What follows belongs to an exercise in optimizing a design on an open flow for small area; a production flow would make more cautious choices.
In this exercise RTL edits were held to simulation tests only and were not proved equivalent to the original.
Power figures rest on the tool's default switching activity, not on a simulated workload.

$ cat design/flow/design.v
module full_adder(
	output	s,
	output	co,  
	input	a,
	input	b,
	input	ci	 
);
	wire x;
	wire y;
	wire z;
	assign x = a ^ b;
	assign s = x ^ ci;
	assign y = x & ci;
	assign z = a & b;
	assign co = y | z;
endmodule
module adder32b(
	output	[31:0]	s,
	output	co,  
	input	[31:0]	a,
	input	[31:0]	b,
	input	ci	 
);
	wire [31:0] carry;
	assign co = carry[31];
		full_adder g0(
			.a(a[0]),
			.b(b[0]),
			.s(s[0]),
			.ci(ci),
			.co(carry[0])
		);
		full_adder g1(
			.a(a[1]),
			.b(b[1]),
			.s(s[1]),
			.ci(carry[0]),
			.co(carry[1])
		);
		full_adder g2(
			.a(a[2]),
			.b(b[2]),
			.s(s[2]),
			.ci(carry[1]),
			.co(carry[2])
		);
		full_adder g3(
			.a(a[3]),
			.b(b[3]),
			.s(s[3]),
			.ci(carry[2]),
			.co(carry[3])
		);
		full_adder g4(
			.a(a[4]),
			.b(b[4]),
			.s(s[4]),
			.ci(carry[3]),
			.co(carry[4])
		);
		full_adder g5(
			.a(a[5]),
			.b(b[5]),
			.s(s[5]),
			.ci(carry[4]),
			.co(carry[5])
		);
		full_adder g6(
			.a(a[6]),
			.b(b[6]),
			.s(s[6]),
			.ci(carry[5]),
			.co(carry[6])
		);
		full_adder g7(
			.a(a[7]),
			.b(b[7]),
			.s(s[7]),
			.ci(carry[6]),
			.co(carry[7])
		);
		full_adder g8(
			.a(a[8]),
			.b(b[8]),
			.s(s[8]),
			.ci(carry[7]),
			.co(carry[8])
		);
		full_adder g9(
			.a(a[9]),
			.b(b[9]),
			.s(s[9]),
			.ci(carry[8]),
			.co(carry[9])
		);
		full_adder g10(
			.a(a[10]),
			.b(b[10]),
			.s(s[10]),
			.ci(carry[9]),
			.co(carry[10])
		);
		full_adder g11(
			.a(a[11]),
			.b(b[11]),
			.s(s[11]),
			.ci(carry[10]),
			.co(carry[11])
		);
		full_adder g12(
			.a(a[12]),
			.b(b[12]),
			.s(s[12]),
			.ci(carry[11]),
			.co(carry[12])
		);
		full_adder g13(
			.a(a[13]),
			.b(b[13]),
			.s(s[13]),
			.ci(carry[12]),
			.co(carry[13])
		);
		full_adder g14(
			.a(a[14]),
			.b(b[14]),
			.s(s[14]),
			.ci(carry[13]),
			.co(carry[14])
		);
		full_adder g15(
			.a(a[15]),
			.b(b[15]),
			.s(s[15]),
			.ci(carry[14]),
			.co(carry[15])
		);
		full_adder g16(
			.a(a[16]),
			.b(b[16]),
			.s(s[16]),
			.ci(carry[15]),
			.co(carry[16])
		);
		full_adder g17(
			.a(a[17]),
			.b(b[17]),
			.s(s[17]),
			.ci(carry[16]),
			.co(carry[17])
		);
		full_adder g18(
			.a(a[18]),
			.b(b[18]),
			.s(s[18]),
			.ci(carry[17]),
			.co(carry[18])
		);
		full_adder g19(
			.a(a[19]),
			.b(b[19]),
			.s(s[19]),
			.ci(carry[18]),
			.co(carry[19])
		);
		full_adder g20(
			.a(a[20]),
			.b(b[20]),
			.s(s[20]),
			.ci(carry[19]),
			.co(carry[20])
		);
		full_adder g21(
			.a(a[21]),
			.b(b[21]),
			.s(s[21]),
			.ci(carry[20]),
			.co(carry[21])
		);
		full_adder g22(
			.a(a[22]),
			.b(b[22]),
			.s(s[22]),
			.ci(carry[21]),
			.co(carry[22])
		);
		full_adder g23(
			.a(a[23]),
			.b(b[23]),
			.s(s[23]),
			.ci(carry[22]),
			.co(carry[23])
		);
		full_adder g24(
			.a(a[24]),
			.b(b[24]),
			.s(s[24]),
			.ci(carry[23]),
			.co(carry[24])
		);
		full_adder g25(
			.a(a[25]),
			.b(b[25]),
			.s(s[25]),
			.ci(carry[24]),
			.co(carry[25])
		);
		full_adder g26(
			.a(a[26]),
			.b(b[26]),
			.s(s[26]),
			.ci(carry[25]),
			.co(carry[26])
		);
		full_adder g27(
			.a(a[27]),
			.b(b[27]),
			.s(s[27]),
			.ci(carry[26]),
			.co(carry[27])
		);
		full_adder g28(
			.a(a[28]),
			.b(b[28]),
			.s(s[28]),
			.ci(carry[27]),
			.co(carry[28])
		);
		full_adder g29(
			.a(a[29]),
			.b(b[29]),
			.s(s[29]),
			.ci(carry[28]),
			.co(carry[29])
		);
		full_adder g30(
			.a(a[30]),
			.b(b[30]),
			.s(s[30]),
			.ci(carry[29]),
			.co(carry[30])
		);
		full_adder g31(
			.a(a[31]),
			.b(b[31]),
			.s(s[31]),
			.ci(carry[30]),
			.co(carry[31])
		);
endmodule
module smv16b(
	output	[15:0]	dout_inst,
	output	reg [15:0]	dout_avg,
	input 	[15:0]	din,
	input 	run,
	input	sysrst,		
	input	clk	
);
	reg[2:0] state;
	parameter s0	=3'b000;
	parameter s1	=3'b001;
	parameter s2	=3'b010;
	parameter s3	=3'b011;
	parameter s4	=3'b100;
	parameter s5	=3'b101;	
	reg [15:0] p,p0,p1,p2,p3,p4,p5,p6,p7,p8,p9,p10,p11,p12,p13,p14,p15;
	reg [3:0] cnt;
	reg [4:0] delay;
	reg  [31:0] r_sum_i, r_sum_r, r_sum_o;	
	wire [31:0] sum_i,sum_r, sum_o;
	wire [2:0] co;
	always@(posedge clk) begin
		if(~sysrst) begin
			state <=s0;
			cnt <=0;
			delay<=0;
		end else begin
			case (state) 
				s0 :	 
						begin
							cnt <=0;
							delay<=0;
							if(~sysrst) begin
								state <=s0;
							end else begin
								state <=s1;
							end
						end
				s1:		 
						begin
							if(run) begin
								state <=s2;  
							end else begin
								state <=s0;
							end						
						end
				s2:		 
						begin
							cnt <=0;
							state <= s3;
						end
				s3:		 
						begin
								state <= s4;
						end
				s4:		 
						begin
							if(cnt < 4'd15) begin
								cnt <= cnt +1;
								delay <=0;
								state <= s3;
							end else begin
								state <= s5;	
							end
						end
				s5:		 
						begin
								state <= s1;
						end
				default :	begin
							end
			endcase
		end
	end
	assign  dout_inst = p15;
	always@(posedge clk) begin
		if(~sysrst) begin
				p15	<=0;
				p14 <=0;
				p13 <=0;
				p12 <=0;
				p11 <=0;
				p10 <=0;
				p9 	<=0;
				p8 	<=0;
				p7 	<=0;
				p6 	<=0;
				p5  <=0;
				p4  <=0;
				p3  <=0;
				p2  <=0;
				p1  <=0;
				p0  <=0;	
				r_sum_i	<=0;	
				r_sum_r	<=0;	
				r_sum_o	<=0;				
		end else begin
			case (state) 
				s0:	begin
					end
				s1: begin
					end
				s2:	begin
						p0	<= din;
						p1	<=p0;
						p2	<=p1;			
						p3	<=p2;
						p4	<=p3;		
						p5	<=p4;
						p6	<=p5;		
						p7	<=p6;
						p8	<=p7;		
						p9	<=p8;
						p10	<=p9;		
						p11	<=p10;
						p12	<=p11;		
						p13	<=p12;
						p14	<=p13;		
						p15	<=p14;					
					end
				s3:	begin				
					end
				s4:	begin
						r_sum_i <= sum_i;
						r_sum_r <= sum_r;				
					end
				s5: begin
						r_sum_i <= 0;
						r_sum_r <= 0;
						dout_avg <= sum_o[15:0];
					end
				default:	begin
							end
			endcase
		end
	end
	always@(*) begin
		case (cnt)
			4'd0:	p =p0;
			4'd1:	p =p1;
			4'd2:	p =p2;
			4'd3:	p =p3;
			4'd4:	p =p4;
			4'd5:	p =p5;						
			4'd6:	p =p6;
			4'd7:	p =p7;
			4'd8:	p =p8;
			4'd9:	p =p9;
			4'd10:	p =p10;
			4'd11:	p =p11;
			4'd12:	p =p12;
			4'd13:	p =p13;
			4'd14:	p =p14;
			4'd15:	p =p15;		
		endcase
	end
	adder32b ADDER_I(
		.s(sum_i),
		.co(co[0]),
		.a( {20'b0000_0000_0000_0000_0000,p[15:4]} ),
		.b(r_sum_i),
		.ci(1'b0)
	);
	adder32b ADDER_R(
		.s(sum_r),
		.co(co[1]),
		.a( {28'b0000_0000_0000_0000_0000_0000_0000, p[3:0]} ),
		.b(r_sum_r),
		.ci(1'b0)						
	);	
	adder32b ADDER_O(
		.s(sum_o),
		.co(co[2]),
		.a(r_sum_i),
		.b( {4'b000,r_sum_r[31:4]} ),
		.ci(1'b0)						
	);		
endmodule
$ cat design/flow/run.sh
#!/bin/bash
# synth_recipe.tcl (not shown) runs the flow's synth.tcl, then flattens the netlist and writes it again
# the make line also repeats each setting of config.mk as NAME=value (left out here)
make -C /OpenROAD-flow-scripts/flow DESIGN_CONFIG=/design/flow/config.mk WORK_HOME=/design/flow/orfs CLKGATE_MAP_FILE= SYNTH_SCRIPT=/design/flow/synth_recipe.tcl finish
$ cat design/flow/config.mk
export PLATFORM = sky130hd
export DESIGN_NAME = smv16b
export DESIGN_NICKNAME = smv16b
export VERILOG_FILES = /design/flow/design.v
export SDC_FILE = /design/flow/constraint.sdc
export NUM_CORES = 4
export LEC_CHECK = 0
export CAP_MARGIN = 20
export CORE_MARGIN = 2
export CORE_UTILIZATION = 40
export SLEW_MARGIN = 20
$ cat design/flow/constraint.sdc
create_clock -name core_clock -period 10.0 [get_ports {clk}]
set_input_delay 2.0000 -clock core_clock [delete_from_list [all_inputs] [get_ports {clk}]]
set_output_delay 2.0000 -clock core_clock [all_outputs]
set_load 0.01 [all_outputs]
==> key figures <==
Die
  • Die area: 0.03777 mm²
  • Die width: 194.3 µm
  • Cell row count: 69
  • Initial Utilization: 40.65%
  • # IOs: 51
  • Die Height: 194.3 µm
  • Core area: 0.03566 mm²

Yosys
  • Post-synthesis sequential area ratio: 44.62%
  • Post-synth EDFFs: 16
  • Synthesized cell area: 0.01449 mm²
  • Top-area cell type share of the netlist area: 41.30%
  • Synth Area per Inst: 8.565 µm²
  • Area contributors post-synth: dfxtp_1 (41%), nand2_1 (14%), a21boi_0 (13%), fa_1 (3.9%), edfxtp_1 (3.3%)
  • Cells after synthesis: 1692
  • Asr flop ratio synth: 0%
  • Ys Warns: 1
  • Syn nets: 1764
  • Primary FF master, synth: dfxtp_1
  • #FFs+latches synth: 315
  • Synth area leader: dfxtp_1
  • Synth unique cells: 50

Critical path
  • Crit Path Class: reg -> reg
  • CP Data Required Time: 10400 ps
  • Max incr delay on CP: 580 ps
  • Startpoint Class: flop
  • CP endpoint kind: flop
  • Critical-path cell list: inv_1 -> ha_2 -> nor3_1 -> and2_1 -> nor3_1 -> a31oi_1 -> ha_1 -> fa_1 -> fa_1 -> fa_1 -> fa_1 -> fa_1 -> fa_1 -> fa_1 -> fa_1 -> fa_1 -> fa_1 -> fa_1 -> ha_1 -> ha_1 -> ha_1 -> nor3b_1 -> a21oi_1 -> nor2b_1
  • Slowest cell on the critical path: ha_2
  • Crit-path max FO: 26
  • CP arrival: 8310 ps
  • Worst path most repeated cell: fa_1

Clock network
  • Post-CTS setup buffer count: 0
  • Clk root buf: clkbuf_16
  • Clock buffer count from CTS: 35
  • H-tree depth: 2
  • Skew-Pair Late Insertion Delay: 510 ps
  • Post-CTS Hold Buffers: 0
  • CTS Buffer Depth: 3
  • Clk pin slew, worst setup/hold paths: 60 ps
  • CTS tree: yes
  • CTS sink cnt: 315
  • Post_cts resized: 0

GRT
  • Total grt overflow: 0
  • First-pass GRT wire length: 59.12 mm
  • Vias in the first global route: 10705
  • GRT Overall Usage: 19.13%
  • Largest net degree at the start of global routing: 173
  • Initial antenna violation count: 1

Timing
  • Clk_skew: 7.053 ps
  • Final setup violation count: 0
  • FMAX: 126.4 MHz
  • Slew @ Worst Pin: 1075 ps
  • Fin crit share: 79.11%
  • TNS Setup: 0 ps
  • RSZ-0062 raised after global routing: false
  • Final hold vios: 0
  • Final max-slew violation count: 0
  • Slew HR: 28.37%
  • Min Tclk post-route: 7911 ps

Routing
  • Routed via count: 11453
  • DRT Wirelength: 36.50 mm
  • Pre-antenna DRT Iters: 23
  • DRT iter0 DRCs: 1132
  • DRC Markers: 0
  • WL/cell: 17.10 µm
  • Antenna-violating nets left: 0
  • Vias/cell: 5.364

Cells and area
  • # nets final: 1723
  • Largest register FFs: 20
  • Top reg by flops: r_sum_r
  • Share of post-route cells with drive strength above 1: 4.839%
  • Diodes inserted: 0
  • P&R area growth vs syn: 11.76%

Pwr
  • Worst vdd ir: 0.09363 mV
  • Cell area power density: 162.9 mW/mm²
  • Power Total: 2639 µW
  • Leakage: 0.005195 µW

Hold path
  • Tightest Hold Check Type: reg -> reg

Run
  • Max_cap viols: 0

Placed design
  • HPWL Detailed: 23.04 mm
  • Port Buffers: 50
  • Routability Congestion: 0.8077

Status
  • Outcome: timing/DRC/antenna clean
[where the power goes]
group          leakage, µW  internal, µW  switching [µW]
logic              0.00208          30.5            66.1
clock network     0.000559           771             498
registers          0.00256          1270            5.55
[metrics by stage]
| step | util, % | setup slack (ps) | cell area, µm² | std cells | hold slack [ps] |
|---|---|---|---|---|---|
| 4_1_cts | 45.43 | 2028 | 16200 | 2135 | 474.2 |
| 3_5_place_dp | 42.25 | 2062 | 15070 | 2075 | 465.0 |
| 3_3_place_gp | 42.25 | 2088 | 15070 | 2075 | 461.9 |
| 5_1_grt | 45.43 | 1599 | 16200 | 2135 | 497.5 |
| 2_1_floorplan | - | 2609 | 14490 | 1692 | 439.7 |
| 6_report | 45.43 | 2089 | 16200 | 2135 | 473.8 |
[routing by layer]
metal | part of all wire [%] | up-vias | GRT usage [%]
met1 | 47 | 5438 | 26.92
met3 | 4.7 | 48 | 2.655
li1 | - | 5710 | -
met5 | 0 | - | 0
met4 | 2.3 | 0 | 5.299
met2 | 46 | 257 | 30.78
[area by class of cell]
type / count / area, µm²
fill: 3411 / 19460
clock inverter: 7 / 85.08
tap: 461 / 576.8
inverter: 9 / 33.78
timing repair buffer: 68 / 636.9
multi-input combinational: 1222 / 7350
sequential: 315 / 6469
clock buffer: 53 / 1046
[worst paths after layout]
path                            startpoint          end  slack [ps]  cells after the start
worst max register to register      cnt[0]  r_sum_i[14]        2090                     24
worst max-delay path                cnt[0]  r_sum_i[14]        2090                     24
worst min register to register     p13[15]      p13[15]         470                      2
worst min-delay path               p13[15]      p13[15]         470                      2
[logic make-up (layout without fill, tap and decap cells)]
logic type,count (synthesis),count (layout),synth area share [%]
simple gates,697,697,20.22
compound gates,462,462,23.52
flops,315,315,44.62
buf+inv,155,137,4.791
fa+ha+maj,53,53,6.026
mux,6,6,0.5871
xor+xnor,4,4,0.2417
[Yosys cell counts, types with 5 or more instances]
master       n
buf_1        9
nand2_1    544
inv_1        8
nor2_1      36
dfxtp_1    299
a31oi_1     12
clkbuf_1    70
a2111oi_0    5
o211ai_1     5
buf_2       60
o21ai_0     12
nor3b_1     36
a222oi_1    23
a22oi_1     34
edfxtp_1    16
nand3_1     25
a221o_1      6
a221oi_1    15
o22ai_1      6
ha_1        25
nor2b_1     39
a21oi_1     57
a21boi_0   256
fa_1        28
a22o_1       9
[worst max-delay path, delay by kind of cell (launching register included)]
| family | cells | cell delay [ps] |
|---|---|---|
| fa+ha+maj | 16 | 6140 |
| simple gates | 5 | 880 |
| flops | 1 | 360 |
| compound gates | 2 | 280 |
| buf+inv | 1 | 120 |
[cells in the final DEF (no fill, tap or decap), types with 8 or more instances in the layout]
cell             synthesis  final
nand2_1                544    543
dfxtp_1                299    297
a21boi_0               256    256
a21oi_1                 57     57
clkdlybuf4s50_1          0     49
nor2b_1                 39     39
clkbuf_16                0     37
nor2_1                  36     36
nor3b_1                 36     36
a22oi_1                 34     34
fa_1                    28     28
nand3_1                 25     25
a222oi_1                23     23
ha_1                    25     22
buf_4                    4     18
edfxtp_1                16     16
a221oi_1                15     15
o21ai_0                 12     12
a31oi_1                 12     12
clkbuf_1                70     10
a22o_1                   9      9
inv_1                    8      8

==> afterwards: timing with drivers on the ports <==
The results above use ideal ports. As a check the final layout listed here was re-extracted and re-timed, cells and wires unchanged.
Step 1 sets driving cells, clkbuf_16 on the clock port and buf_2 on the other inputs (assumed; they add their load-dependent delay and slew).
Step 2, shift: input delay + t, output delay - t, t = (earliest + latest rising clock arrival at the registers) / 2. This alone moves slack from input paths to output paths.
a / b / c = ideal / step 1 / step 2; a / b = the first two.
shift t [ns]: 0.558
setup WS [ns]: 2.089 / 2.089 / 2.089
pins driven straight from the clock port: 1
After both steps setup and hold are still met in this run. The setup slack of this run moves by 0.000 ns with the drivers and by 0.000 ns with both steps.
